Background: an optimization exercise with open tools, aiming at small area, a short achievable clock period and few clock cycles per item. Do not read the settings as production practice.
At most, simulation tests tie the RTL to the original design; equivalence was not proved.

==> flow/design.v (excerpt) <==
module led_serial
   (
    clk,
    reset,
    keyi,
    datai,
    dataq,
    start,
    done);
   input          clk;
   input          reset;
   input  [127:0] keyi;
   input  [63:0]  datai;
   output [63:0]  dataq;
   input          start;
   output         done;
   reg  [63:0] state;
   reg  [5:0]  rc;      
   reg  [1:0]  cnt;     
   reg         ksel;    
   reg         busy;
   reg         done_r;  
   wire last = (rc == 6'h09);
   wire [63:0] s;
   wire [63:0] t;
   genvar i, r, c;
   generate
      for (i = 0; i < 16; i = i + 1) begin : g_sb
         led_sbox u_sb (.x(state[63-4*i -: 4]), .y(s[63-4*i -: 4]));
      end
      for (r = 0; r < 4; r = r + 1) begin : g_sr_r
         for (c = 0; c < 4; c = c + 1) begin : g_sr_c
            assign t[63-4*(r*4+c) -: 4] = s[63-4*(r*4 + (c+r)%4) -: 4];
         end
      end
   endgenerate
   wire [63:0] mc;
   generate
      for (c = 0; c < 4; c = c + 1) begin : g_mc
         wire [15:0] o;
         led_mcol u_mc (.i({t[63-4*c -: 4], t[63-4*(4+c) -: 4],
                            t[63-4*(8+c) -: 4], t[63-4*(12+c) -: 4]}), .o(o));
  ...
Size in the first run: ~75 flip-flops, roughly 260 I/O pins, ~7500 um2 of cells after synthesis.
export LEC_CHECK = 0
export CAP_MARGIN = 20
export CORE_MARGIN = 2
export CORE_UTILIZATION = 40
export CTS_BUF_LIST = sky130_fd_sc_hd__clkbuf_8
export PLACE_DENSITY = 0.6
export SLEW_MARGIN = 20
create_clock -name core_clock -period 10.0 [get_ports {clk}]
standard.sh (not shown) runs the stock make flow with config.mk's settings and CLKGATE_MAP_FILE= SYNTH_SCRIPT=/design/flow/synth_recipe.tcl, a recipe that flattens the netlist after the stock synthesis.
==> flow/flow/run.sh <==
#!/bin/bash
# Layout flow: the standard flow, with two changes.
#  1. Synthesis maps the logic with the ABC script flow/abc.script in place of
#     ORFS's abc_speed.script (same Yosys script, registers untouched).
#  2. The ports are buffered by the smallest buffer, sky130_fd_sc_hd__buf_1,
#     instead of the one buffer_ports picks by default.
set -euo pipefail
here=$(pwd)
rm -rf "$here/scripts_abc"
cp -r "$FLOW_HOME/scripts" "$here/scripts_abc"
cp "$here/flow/abc.script" "$here/scripts_abc/abc_speed.script"
bash standard.sh "SCRIPTS_DIR=$here/scripts_abc" synth > synth.log 2>&1
bash standard.sh "BUFFER_PORTS_ARGS=-buffer_cell sky130_fd_sc_hd__buf_1" finish > layout.log 2>&1
==> flow/flow/abc.script <==
&get -n
&st
&deepsyn -T 60
&dch
&nf -p -R 50
&put
Testbench counts at the start, summed over its fixed seeds: cycles 2,352, items 48.
Then changed:
==> flow/flow/run.sh (replaced) <==
#!/bin/bash
# Layout flow: the standard flow, with the ports buffered by the smallest
# buffer instead of the one buffer_ports picks by default.
set -euo pipefail
bash standard.sh synth > synth.log 2>&1
bash standard.sh "BUFFER_PORTS_ARGS=-buffer_cell sky130_fd_sc_hd__buf_1" finish > layout.log 2>&1
Settings changed: CTS_BUF_LIST sky130_fd_sc_hd__clkbuf_8 to default.
removed: flow/flow/abc.script
Setup slack gains 83 ps.
Die area climbs by 18%.
Sequential cell count is unchanged.
Via count climbs by 12%.
Count of clock-buffer cells in the layout rises by 1.
Hold slack stays flat.
Area after synthesis rose by 18%.
Fmax came out higher by 2.6%.
Critical path depth shrinks by 8.
Design area grows by 14%.
Then changed:
==> flow/flow/run.sh (replaced) <==
#!/bin/bash
# Layout flow: the standard flow, with two changes.
#  1. Synthesis maps the logic with the ABC script flow/abc.script in place of
#     ORFS's abc_speed.script (same Yosys script, registers untouched).
#  2. The ports are buffered by the smallest buffer, sky130_fd_sc_hd__buf_1,
#     instead of the one buffer_ports picks by default.
set -euo pipefail
here=$(pwd)
rm -rf "$here/scripts_abc"
cp -r "$FLOW_HOME/scripts" "$here/scripts_abc"
cp "$here/flow/abc.script" "$here/scripts_abc/abc_speed.script"
bash standard.sh "SCRIPTS_DIR=$here/scripts_abc" synth > synth.log 2>&1
bash standard.sh "BUFFER_PORTS_ARGS=-buffer_cell sky130_fd_sc_hd__buf_1" finish > layout.log 2>&1
==> flow/flow/abc.script (new file) <==
&get -n
&st
&deepsyn -T 60
&dch
&nf -R 10
&put
Settings changed: CTS_BUF_LIST from default to sky130_fd_sc_hd__clkbuf_8.
Effect: Final area falls by 9.8%. Non-clock buffer count rises by 1. Final cell count falls by 7.3%. Sequential share of layout area rises by 2.3 points. Routed wire length falls by 13%. Clock-buffer cell count stays the same. Utilization rises by 2.3 points. Via count falls by 11%. First-iteration DRC count falls by 59%. Area after synthesis falls by 13%.
Then changed:
--- a/flow/flow/run.sh
+++ b/flow/flow/run.sh
@@ -11,3 +11,3 @@
 cp "$here/flow/abc.script" "$here/scripts_abc/abc_speed.script"
 bash standard.sh "SCRIPTS_DIR=$here/scripts_abc" synth > synth.log 2>&1
-bash standard.sh "BUFFER_PORTS_ARGS=-buffer_cell sky130_fd_sc_hd__buf_1" finish > layout.log 2>&1
+bash standard.sh "BUFFER_PORTS_ARGS=-buffer_cell sky130_fd_sc_hd__buf_1" SETUP_SLACK_MARGIN=7.2 finish > layout.log 2>&1
==> flow/flow/abc.script (replaced) <==
&get -n
&st
&deepsyn -T 60
&dch
&nf
&put
Settings changed: CTS_BUF_LIST sky130_fd_sc_hd__clkbuf_8 to default.
After rerunning:
- core utilization rose by 15 points
- worst setup slack improves by 180 ps
- wire length came out higher by 29%
- sequential cell count does not change
- synthesized cell count does not change

* * *

led_serial, a different RTL version from the one above (not shown whole).
Size: about 870 cells after synthesis, about 75 flip-flops, roughly 260 I/O pins, ~7500 um2 of cells after synthesis.
Settings: LEC_CHECK=0, CAP_MARGIN=20, CORE_MARGIN=2, CORE_UTILIZATION=40, CTS_BUF_LIST=sky130_fd_sc_hd__clkbuf_8, PLACE_DENSITY=0.6, SLEW_MARGIN=20, SYNTH_HIERARCHICAL=1, SYNTH_MINIMUM_KEEP_SIZE=500; clock period 10.0 ns.
==> flow/flow/run.sh <==
#!/bin/bash
# Layout flow: the standard flow, with two changes.
#  1. Synthesis maps the logic with the ABC script flow/abc.script in place of
#     ORFS's abc_speed.script (same Yosys script, registers untouched).
#  2. The ports are buffered by the smallest buffer, sky130_fd_sc_hd__buf_1,
#     instead of the one buffer_ports picks by default.
set -euo pipefail
here=$(pwd)
rm -rf "$here/scripts_abc"
cp -r "$FLOW_HOME/scripts" "$here/scripts_abc"
cp "$here/flow/abc.script" "$here/scripts_abc/abc_speed.script"
bash standard.sh "SCRIPTS_DIR=$here/scripts_abc" synth > synth.log 2>&1
bash standard.sh "BUFFER_PORTS_ARGS=-buffer_cell sky130_fd_sc_hd__buf_1" SETUP_SLACK_MARGIN=6.95 TNS_END_PERCENT=0 SETUP_MOVE_SEQUENCE=sizeup,swap,buffer finish > layout.log 2>&1
==> flow/flow/abc.script <==
&get -n
&st
&deepsyn -T 60
&dch
&nf -R 20
&put
The baseline finished with timing, DRC and antenna clean.
Change:
--- a/flow/flow/run.sh
+++ b/flow/flow/run.sh
@@ -11,3 +11,3 @@
 cp "$here/flow/abc.script" "$here/scripts_abc/abc_speed.script"
 bash standard.sh "SCRIPTS_DIR=$here/scripts_abc" synth > synth.log 2>&1
-bash standard.sh "BUFFER_PORTS_ARGS=-buffer_cell sky130_fd_sc_hd__buf_1" SETUP_SLACK_MARGIN=6.95 TNS_END_PERCENT=0 SETUP_MOVE_SEQUENCE=sizeup,swap,buffer finish > layout.log 2>&1
+bash standard.sh "BUFFER_PORTS_ARGS=-buffer_cell sky130_fd_sc_hd__buf_1" finish > layout.log 2>&1
Non-clock buffer count decreases by 2.
Fmax goes down by about 8%.
Cell area drops by 2.0%.
Setup slack degrades by 0.31 ns.
Function was not checked in any run of this note: the RTL went through the layout flow alone.

* * *

Setup of fjord:
RTL: one of the versions met above, not the one the previous note started from.
For scale: ~820 cells after synthesis, roughly 75 flip-flops, ~260 I/O pins, roughly 7700 um2 of cells after synthesis.
==> flow/config.mk <==
export PLATFORM = sky130hd
export DESIGN_NAME = led_serial
export DESIGN_NICKNAME = led_serial
export VERILOG_FILES = /design/flow/design.v
export SDC_FILE = /design/flow/constraint.sdc
export NUM_CORES = 4
export LEC_CHECK = 0
export CAP_MARGIN = 20
export CORE_MARGIN = 2
export CORE_UTILIZATION = 40
export PLACE_DENSITY = 0.6
export SLEW_MARGIN = 20
==> flow/constraint.sdc <==
create_clock -name core_clock -period 10.0 [get_ports {clk}]
set_input_delay 2.0000 -clock core_clock [delete_from_list [all_inputs] [get_ports {clk}]]
set_output_delay 2.0000 -clock core_clock [all_outputs]
set_load 0.01 [all_outputs]
==> flow/flow/run.sh <==
#!/bin/bash
# Layout flow: the standard flow, with two changes.
#  1. Synthesis maps the logic with the ABC script flow/abc.script in place of
#     ORFS's abc_speed.script (same Yosys script, registers untouched).
#  2. The ports are buffered by the smallest buffer, sky130_fd_sc_hd__buf_1,
#     instead of the one buffer_ports picks by default.
set -euo pipefail
here=$(pwd)
rm -rf "$here/scripts_abc"
cp -r "$FLOW_HOME/scripts" "$here/scripts_abc"
cp "$here/flow/abc.script" "$here/scripts_abc/abc_speed.script"
bash standard.sh "SCRIPTS_DIR=$here/scripts_abc" synth > synth.log 2>&1
bash standard.sh "BUFFER_PORTS_ARGS=-buffer_cell sky130_fd_sc_hd__buf_1" SETUP_SLACK_MARGIN=7.0 finish > layout.log 2>&1
==> flow/flow/abc.script <==
&get -n
&st
&deepsyn -T 60
&dch
&nf
&put
fjord: PASS, flow complete, no timing, DRC or antenna violations
Testbench counts of fjord, summed over its fixed seeds: cycles 2,352, items 48.
The following lists how sierra was set up differently from fjord:
# fjord
export LEC_CHECK = 0
export CAP_MARGIN = 20
export CORE_MARGIN = 2
export CORE_UTILIZATION = 40
export PLACE_DENSITY = 0.6
export SLEW_MARGIN = 20
create_clock -name core_clock -period 10.0 [get_ports {clk}]
# sierra
export LEC_CHECK = 0
export CAP_MARGIN = 20
export CORE_MARGIN = 2
export CORE_UTILIZATION = 60
export CTS_BUF_LIST = sky130_fd_sc_hd__clkbuf_8
export PLACE_DENSITY = 0.8
export SLEW_MARGIN = 20
create_clock -name core_clock -period 10.0 [get_ports {clk}]
--- a/flow/flow/run.sh
+++ b/flow/flow/run.sh
@@ -11,3 +11,3 @@
 cp "$here/flow/abc.script" "$here/scripts_abc/abc_speed.script"
 bash standard.sh "SCRIPTS_DIR=$here/scripts_abc" synth > synth.log 2>&1
-bash standard.sh "BUFFER_PORTS_ARGS=-buffer_cell sky130_fd_sc_hd__buf_1" SETUP_SLACK_MARGIN=7.0 finish > layout.log 2>&1
+bash standard.sh "BUFFER_PORTS_ARGS=-buffer_cell sky130_fd_sc_hd__buf_1" finish > layout.log 2>&1
==> flow/flow/abc.script <==
&get -n
&st
&deepsyn -T 60
&dch
&nf -R 20
&put
fjord and sierra all finish clean. Going from fjord to sierra, depth of the worst register-to-register path went up; via count went down; detailed-routed wire length on met3 went up. Layout overhead on the synthesized area was higher in the run labelled fjord. Share of post-route cells with drive strength above 1, fjord and sierra: larger value in fjord. Compared with fjord, sierra has less setup slack. HPWL reported at the end of detailed placement in sierra vs fjord: down 2300 um. fjord and sierra ended up with nearly the same latest clock arrival within the worst-skew pair.
The following lists how yarrow was set up differently from sierra:
# sierra
export LEC_CHECK = 0
export CAP_MARGIN = 20
export CORE_MARGIN = 2
export CORE_UTILIZATION = 60
export CTS_BUF_LIST = sky130_fd_sc_hd__clkbuf_8
export PLACE_DENSITY = 0.8
export SLEW_MARGIN = 20
create_clock -name core_clock -period 10.0 [get_ports {clk}]
# yarrow
export LEC_CHECK = 0
export CAP_MARGIN = 20
export CORE_MARGIN = 2
export CORE_UTILIZATION = 40
export PLACE_DENSITY = 0.6
export SLEW_MARGIN = 20
create_clock -name core_clock -period 10.0 [get_ports {clk}]
==> flow/flow/abc.script <==
&get -n
&st
&syn2
&dch
&nf
&put
Results
From sierra to yarrow the numbers moved as follows: average vias per placed instance went down 5.5%; placed instance count climbed 129.
[yarrow vs sierra] setup slack: higher in yarrow
yarrow was carried through to the last stage, and its layout satisfied the timing, design-rule and antenna checks.
The following lists how ember was set up differently from yarrow:
--- a/flow/flow/run.sh
+++ b/flow/flow/run.sh
@@ -11,3 +11,3 @@
 cp "$here/flow/abc.script" "$here/scripts_abc/abc_speed.script"
 bash standard.sh "SCRIPTS_DIR=$here/scripts_abc" synth > synth.log 2>&1
-bash standard.sh "BUFFER_PORTS_ARGS=-buffer_cell sky130_fd_sc_hd__buf_1" finish > layout.log 2>&1
+bash standard.sh "BUFFER_PORTS_ARGS=-buffer_cell sky130_fd_sc_hd__buf_1" SETUP_SLACK_MARGIN=7.0 TNS_END_PERCENT=0 finish > layout.log 2>&1
==> flow/flow/abc.script <==
&get -n
&st
&deepsyn -T 60
&dch
&nf
&put
--- outcome ---
Looking at design area, ember sits above yarrow.
yarrow has higher path length in cells of the critical path than ember.
The higher share of final layout cell area taken by non-clock buffers of ember and yarrow is in ember.
Utilization after layout: lower on yarrow
Between yarrow and ember, detailed route wirelength on metal2 increased.
Part of the cycle the worst path needs was higher in yarrow than in ember.
In the tables for ember and yarrow, first-pass GRT wire length reads higher with yarrow.

==> what the ideal ports hide <==
The results above use ideal ports. As a check the final layouts listed here were re-extracted and re-timed, cells and wires unchanged.
Step 1: set_driving_cell puts a clkbuf_16 on clk and a buf_2 on each other input, an assumption about the parent block.
Step 2 times the ports against the registers' clock, not the clock port: input delays grow and output delays shrink by t, the midpoint of the rising clock arrivals with the driver on.
a / b / c = ideal ports / drivers / drivers and shift; a / b = the first two.
run	t, ns	slack for setup (ns)	hold slack, ns	worst setup path after step 2
the first run of note 1	0.412	6.707 / 6.707 / 6.707	0.431 / 0.431 / 0.431	input to register
the second run of note 1	0.393	6.790 / 6.744 / 6.683	0.429 / 0.429 / 0.429	input to register
the third run of note 1	0.398	6.793 / 6.793 / 6.674	0.449 / 0.449 / 0.449	input to register
the fourth run of note 1	0.389	6.976 / 6.934 / 6.937	0.432 / 0.432 / 0.432	input to register
the first run of note 2	0.411	6.455 / 6.431 / 6.020	0.429 / 0.429 / 0.429	input to register
the second run of note 2	0.427	6.149 / 6.167 / 5.740	0.428 / 0.428 / 0.428	input to register
fjord	0.383	6.985 / 6.945 / 6.919	0.432 / 0.432 / 0.432	input to register
sierra	0.392	6.822 / 6.822 / 6.751	0.439 / 0.439 / 0.439	input to register
yarrow	0.389	6.857 / 6.822 / 6.707	0.431 / 0.431 / 0.431	input to register
ember	0.383	6.931 / 6.889 / 6.704	0.426 / 0.426 / 0.426	input to register
After both steps setup and hold are still met in every run listed. The setup slack of the first run of note 2, which loses most, moves by -0.024 ns with the drivers and by -0.435 ns with both steps.
